What follows belongs to an exercise in optimizing a design on an open flow for small area, a short achievable clock period and few clock cycles per item; a production flow would make more cautious choices.
No run shown here included a check of the RTL's function; only the layout flow was run.
No activity file was given, so power comes from the tool's default toggle rates.

==> flow/design.v, too long to show whole: its modules and the start of the top module <==
// module COMP_Control: 1187 lines
// module FA: 4 lines
// module FAX: 4 lines
// module XOR3: 3 lines
// module MAJ3: 3 lines
// module AOI21: 3 lines
// module OAI21: 3 lines
// module NAND2: 3 lines
// module NOR2: 3 lines
// module XOR2: 3 lines
// module XNOR2: 3 lines
module COMP_Control(
    input clock,
    input rst,
    input start_trigger,
    input reset_act,
    input reset_data,
    input signed [15:0] K0,
    input signed [15:0] K1,
    input signed [15:0] K2,
    input signed [17:0] setPoint,
    input signed [17:0] data,
    output reg busy,
    output wire signed [15:0] COMP_output
    );
  // ...
==> flow/flow/run.sh <==
#!/bin/bash
# The standard layout (standard.sh: the standard flow's synthesis, floorplan, placement,
# CTS, routing) at the design's clock period and constraints, with two
# changes to how hard the resizer works:
#  - repair_timing aims for a setup slack of SETUP_MARGIN ns instead of 0,
#    so the critical paths get sized and buffered although the 12 ns clock
#    would already be met;
#  - the port buffers are buf_2 cells rather than the resizer's pick.
set -euo pipefail
cd "$(dirname "$0")/.."
SETUP_MARGIN=$(cat flow/setup_margin.txt)
bash standard.sh "SETUP_SLACK_MARGIN=$SETUP_MARGIN" \
  "BUFFER_PORTS_ARGS=-buffer_cell sky130_fd_sc_hd__buf_2" finish > standard_make.log 2>&1
==> flow/flow/setup_margin.txt <==
5.8
==> flow/standard.sh <==
#!/bin/bash
# synth_recipe.tcl (not shown) runs the flow's synth.tcl, then flattens the netlist and writes it again
# the make line also repeats each setting of config.mk as NAME=value (left out here)
make -C /OpenROAD-flow-scripts/flow DESIGN_CONFIG=/design/flow/config.mk WORK_HOME=/design/flow/orfs CLKGATE_MAP_FILE= SYNTH_SCRIPT=/design/flow/synth_recipe.tcl "${@:-finish}"
==> flow/config.mk <==
export PLATFORM = sky130hd
export DESIGN_NAME = COMP_Control
export DESIGN_NICKNAME = COMP_Control
export VERILOG_FILES = /design/flow/design.v
export SDC_FILE = /design/flow/constraint.sdc
export NUM_CORES = 4
export LEC_CHECK = 0
export CAP_MARGIN = 20
export CORE_MARGIN = 2
export CORE_UTILIZATION = 40
export SLEW_MARGIN = 20
export SYNTH_HIERARCHICAL = 1
export SYNTH_MINIMUM_KEEP_SIZE = 0
==> flow/constraint.sdc <==
create_clock -name core_clock -period 12.0 [get_ports {clock}]
set_input_delay 2.4000 -clock core_clock [delete_from_list [all_inputs] [get_ports {clock}]]
set_output_delay 2.4000 -clock core_clock [all_outputs]
set_load 0.01 [all_outputs]
==> reports/metrics.yaml, run 1 <==
status: "complete, no violations"
min_from: "e0[12]"
internal_power_w: 0.00127
dr.pass1.iters: 6
overflow: 0
use_met3: 0.0408
crit_start: "K2[10]"
synth_compound_area_frac: 0.187
period_share: 0.470
sequentialPower_w: 0.000629
dieArea_sq_mm: 0.0431
met1_usage: 0.295
multi_input_area_sq_mm: 0.0128
clock.fmax_mhz: 177
ioPinCount: 106
yosysSeqAreaShare: 0.184
design.seq.count: 152
synth_top_family_by_area: "adder cells"
cts_setup_buffers: 0
hold_end: "e1[12]"
criticalPathCategory: "input pin to register"
swShare: 0.405
power_w: 0.00214
hold_viol_final: 0
wl_mm: 46.4
crit_slowest_cell: "fa_1"
power_leader: "combinational cells"
cp-start-kind: "input pin"
regArea_sq_mm: 0.00305
crit_top_cell: "fa_1"
relSlewSlack: 0.275
==> run 2, diff against run 1 <==
--- a/flow/design.v
+++ b/flow/design.v
@@ -9,22 +9,21 @@
     input signed [15:0] K2,
     input signed [17:0] setPoint,
     input signed [17:0] data,
     output reg busy,
     output wire signed [15:0] COMP_output
     );
     reg [18:0] e0, e1, e2;
     reg [47:0] S, C;
-    reg [15:0] Kr;
     reg sB, sC;    
     wire load = start_trigger & ~busy & ~reset_act & ~rst;
     wire clr_all = rst | (reset_act & reset_data);
     wire [18:0] diff = {setPoint[17], setPoint} - {data[17], data};
-    wire [15:0] Km = busy ? Kr : K2;
+    wire [15:0] Km = (K2 & {16{~busy}}) | (K1 & {16{sB}}) | (K0 & {16{sC}});
     wire acc_en = load | busy;
     wire d0_one = e1[0] ^ 1'b0;
     wire d0_two = (e1[1] & ~e1[0] & ~1'b0) | (~e1[1] & e1[0] & 1'b0);
     wire d0_neg = (e1[1] & ~(e1[0] & 1'b0)) ^ sB;
     wire d0_pp0 = ((d0_one & Km[0])) ^ d0_neg;
     wire d0_pp1 = ((d0_one & Km[1]) | (d0_two & Km[0])) ^ d0_neg;
     wire d0_pp2 = ((d0_one & Km[2]) | (d0_two & Km[1])) ^ d0_neg;
     wire d0_pp3 = ((d0_one & Km[3]) | (d0_two & Km[2])) ^ d0_neg;
@@ -1146,17 +1145,16 @@
     assign C_n[44] = f246_s;
     assign S_n[45] = f246_c;
     assign C_n[45] = f247_s;
     assign S_n[46] = f247_c;
     assign C_n[46] = f248_s;
     assign S_n[47] = f248_c;
     assign C_n[47] = f249_s;
     always @(posedge clock) begin
-        Kr <= sB ? K0 : K1;
         if (rst) begin
             busy <= 1'b0;
             sB <= 1'b0;
             sC <= 1'b0;
         end else begin
             busy <= load | sB;
             sB <= load;
             sC <= sB;
==> flow/flow/setup_margin.txt (replaced) <==
7.0
==> run 2 against run 1 <==
Against the previous run:
- die area fell by 1.8%
- power rose by 2.8%
- register-to-register slack better by 0.21 ns
- final cell count up 2.6%
- sequential power fell by 9.4%
- synthesized cell count grew 1.6%
- wire length increased by 9.4%
- area after synthesis fell by 1.9%
- utilization is 3.1 points higher
- still clean on timing, DRC and antenna
- combinational power grew 9%
- via count rose by 5.3%
- critical path type unchanged
- maximum frequency increased by 1.5%
==> reports/metrics.yaml, run 2 <==
ir_drop_v: 0.000118  # was 0.000121 V
final_common_cell: "nand2_1"  # unchanged
drc_errors: 0  # unchanged
crit_family: "adder cells"  # unchanged
dr.pass1.iters: 8  # was 6
synth_ff_type: "dfxtp_1"  # unchanged
relSlewSlack: 0.212  # was 0.275
overflow: 0  # unchanged
ys_top_cells_by_area: "fa_1 (26%), dfxtp_1 (17%), xnor2_1 (12%), nand2_1 (9.6%), a22oi_1 (5.7%)"  # was fa_1 (25%), dfxtp_1 (18%), xnor2_1 (11%), nand2_1 (8.5%), a22oi_1 (5.4%)
synthTopCellsByCount: "nand2_1 (414), xnor2_1 (215), fa_1 (211)"  # was nand2_1 (375), fa_1 (211), xnor2_1 (203)
min_from: "e0[6]"  # was e0[12]
grt_start_max_net_pins: 96  # was 99
wl_per_cell_microns: 19.8  # was 18.6 microns
crit_top_cell: "fa_2"  # was fa_1
die_w_microns: 206  # was 208 microns
yosysWarningCount: 7  # unchanged
grt_setup_unrepaired: "true"  # was false
final.setup.tns_ns: 0  # unchanged
first_global_vias: 14790  # was 14008
h-tree-depth: 4  # unchanged
start_util: 0.407  # was 0.406
coreArea_sq_mm: 0.0399  # was 0.0408 sq mm
cp-start-kind: "input pin"  # unchanged
timing.rr.start: "busy"  # was e1[5]
fin_skew_ns: 0.0157  # was 0.0142 ns
vias: 14254  # was 13542
clk_latency_ns: 0.47  # was 0.45 ns
cts.clk_slew.worst_paths_ns: 0.08  # was 0.07 ns
syn_area_sq_mm: 0.0163  # was 0.0166 sq mm
synth_most_common_cell: "nand2_1"  # unchanged
yosys.area.top_type_share: 0.260  # was 0.255
drtIter0Drc: 1197  # was 1000
cts_tree: "built"  # unchanged
areaGrowthSynthToFinish_pct: 15.9  # was 8.71%
avgSynthCellArea_sq_um: 8.38  # was 8.67 sq um
cts_buffer_depth: 2  # unchanged
end_kind: "register"  # unchanged
cts-root-buf: "clkbuf_16"  # unchanged
cp.arrival_ns: 5.85  # was 6.01 ns
crit_buf_inv: 2  # was 1
worst-path-max-fanout: 10  # was 19
regArea_sq_mm: 0.00275  # was 0.00305 sq mm
crit_start: "K1[12]"  # was K2[10]
rows: 73  # was 74
grt_pass1_wl_mm: 80.8  # was 76.0 mm
min_path_type: "register to register"  # unchanged
yosysSeqAreaShare: 0.169  # was 0.184
cpPeakStageDelay_ns: 0.57  # was 0.51 ns
layout-drive-gt1-share: 0.221  # was 0.138
finalMaxSlewViolations: 0  # unchanged
viasPerCell: 5.57  # was 5.43
nets: 2370  # was 2298
cts_hold_buf: 0  # unchanged
gp_routability_congestion: 0.876  # was 0.990
crit_slowest_cell: "fa_1"  # unchanged
antenna_found_initial: 0  # was 1
postRouteAntennaNets: 0  # unchanged
numCtsBuffers: 17  # unchanged
clock-sinks: 137  # was 152
top_regs: "C: 48 flops, S: 48 flops"  # unchanged
status: "complete, no violations"  # unchanged
dieArea_sq_mm: 0.0423  # was 0.0431 sq mm
hold_viol_final: 0  # unchanged
tightestPinTransition_ns: 1.18  # was 1.09 ns
wl_mm: 50.7  # was 46.4 mm
period_share: 0.463  # was 0.470
async_flop_share: 0  # unchanged
setup_viol_count_final: 0  # unchanged
criticalPathCategory: "input pin to register"  # unchanged
ioPinCount: 106  # unchanged
synthCells: 1941  # was 1911
power_leakage_nw: 6.86  # was 6.67 nW
yosysTopAreaCell: "fa_1"  # unchanged
cap_violations: 0  # unchanged
power.density_mw_per_mm2: 117  # was 119 mW/mm^2
track_usage: 0.249  # was 0.221
required_ns: 12.29  # was 12.38 ns
fill_cells: 3803  # was 4009
finalCriticalPeriod_ns: 5.55  # was 5.64 ns
dp_cells: 2478  # was 2460
dp_hpwl_mm: 36.5  # was 34.6 mm
crit_chain: "buf_2 > a22oi_2 > o21ai_4 > buf_12 > a22oi_2 > xnor2_2 > fa_1 > fa_2 > fa_2 > fa_2 > fa_2 > nand2_1 > a21oi_1"  # was buf_2 > mux2_2 > a22oi_1 > xnor2_1 > fa_1 > fa_1 > fa_1 > fa_1 > fa_1 > nand2_1 > a21oi_1
chipHeight_microns: 206  # was 208 microns
synth-seq-cells: 137  # was 152
synth_edf_count: 0  # unchanged
layout_common_cells: "nand2_1 (388), xnor2_1 (204), a21oi_1 (153), fa_1 (140), dfxtp_1 (131)"  # was nand2_1 (375), fa_1 (211), xnor2_1 (203), dfxtp_1 (150), a21oi_1 (143)
clock.fmax_mhz: 180  # was 177 MHz
diodes: 0  # was 1
port_buffers: 105  # unchanged
multi_input_area_sq_mm: 0.0135  # was 0.0128 sq mm
yosysUniqueCellTypes: 58  # was 61
layoutNonFillerInstCount: 2557  # was 2493
==> run 2: changes by cell type in the layout (fill, tap and decap cells not counted), moves of 14 or more <==
cell | before | now
fa_2 | 0 | 71
nand3_4 | 0 | 15
a22oi_1 | 120 | 92
nand2_2 | 0 | 23
a22oi_2 | 0 | 31
a31oi_1 | 2 | 16
buf_4 | 16 | 47
fa_1 | 211 | 140
dfxtp_1 | 150 | 131
mux2_2 | 26 | 0
a2bb2oi_1 | 14 | 0
==> run 2: power by group <==
part           total (W)  internal [W]  switching, W
registers       0.000570      0.000498     0.0000719
logic            0.00105      0.000469      0.000578
clock network   0.000581      0.000322      0.000260
total            0.00220       0.00129      0.000910
==> run 2: Yosys stat by module (local to each module, per instance) <==
module	cells inside	flip-flops and latches	area (sq um)
OAI21	1	0	5.00
FA	1	0	20.0
NAND2	1	0	3.75
COMP_Control	1398	137	10400
AOI21	1	0	8.76
NOR2	1	0	3.75
==> run 2: metal layers <==
layer  global-route usage  vias to the layer above  routed length, microns
met2                0.402                      520                   23400
met1                0.316                     6966                   21400
li1                     -                     6642                       -
met4                0.123                        0                    2420
met3               0.0531                      126                    3420
met5                    0                        -                       0
==> run 2: worst paths after layout <==
kind	to	slack, ns	cells past startpoint
hold / removal	e1[6]	0.45	2
hold reg to reg	e1[6]	0.45	2
setup / recovery	C[22]	6.45	13
setup reg to reg	C[22]	7.09	14
==> run 2: cell type report <==
type,instances,area share
clock buffer,18,0.0233
clock inverter,14,0.00930
inverter,60,0.0120
multi-input combinational,1639,0.718
sequential,137,0.146
tap,525,0.0349
timing repair buffer,164,0.0562
==> run 2: logic make-up (layout without fill, tap and decap cells) <==
group           Yosys count  after routing  synth area share
simple gates            629            630             0.160
compound gates          499            499             0.195
fa+ha+maj               262            262             0.299
xor+xnor                237            237             0.128
buf+inv                 172            256            0.0463
flops                   137            137             0.169
mux                       4              4           0.00246
other cells               1              7          0.000231
==> run 2: tightest hold or removal path, cell delays in order, from the launching register on <==
cell,delay (ns)
dfxtp_1,0.31
nand2_1,0.06
a21oi_1,0.05
==> run 2: through the flow <==
step	utilization	setup slack [ns]	power [W]	hold slack [ns]	area [sq um]
2_1_floorplan	-	6.37	0.00129	0.427	16700
5_1_grt	0.472	6.38	0.00238	0.470	18800
3_5_place_dp	0.436	5.82	0.00156	0.445	17400
3_3_place_gp	0.436	5.88	0.00154	0.432	17400
6_report	0.472	6.45	0.00220	0.452	18800
4_1_cts	0.466	6.54	0.00220	0.450	18600
==> run 2: what timing repair did <==
| action | CTS | global route |
|---|---|---|
| resized for setup | 66 | 41 |
| buffers inserted | 36 | 10 |
| cloned | 1 | 0 |
| pin swaps | 57 | 30 |
| setup endpoints to repair | 44 | 63 |

port drivers added, routing unchanged:
Ports are ideal in the flow. The routed layouts listed here were re-timed in OpenROAD.
Step 1 sets driving cells, clkbuf_16 on the clock port and buf_2 on the other inputs (assumed; they add their load-dependent delay and slew).
Step 2 moves the port delays by t, midway between the first and last clock arrival at a register: inputs arrive t later, outputs are due t later. That takes back most of the time a late clock gives input paths.
Three values: no drivers, after step 1, after step 2; two values: the first two.
run	shift t [ns]	setup WS [ns]	clock arrival spread, ns	cell pins on the clock port's net
run 1	0.503	6.364 / 6.384 / 5.881	0.014 / 0.014	1
run 2	0.512	6.447 / 6.481 / 5.970	0.015 / 0.015	1
After both steps every run listed still meets setup and hold. For run 1, which loses most, drivers alone change the setup slack by +0.020 ns; drivers and shift together by -0.483 ns.
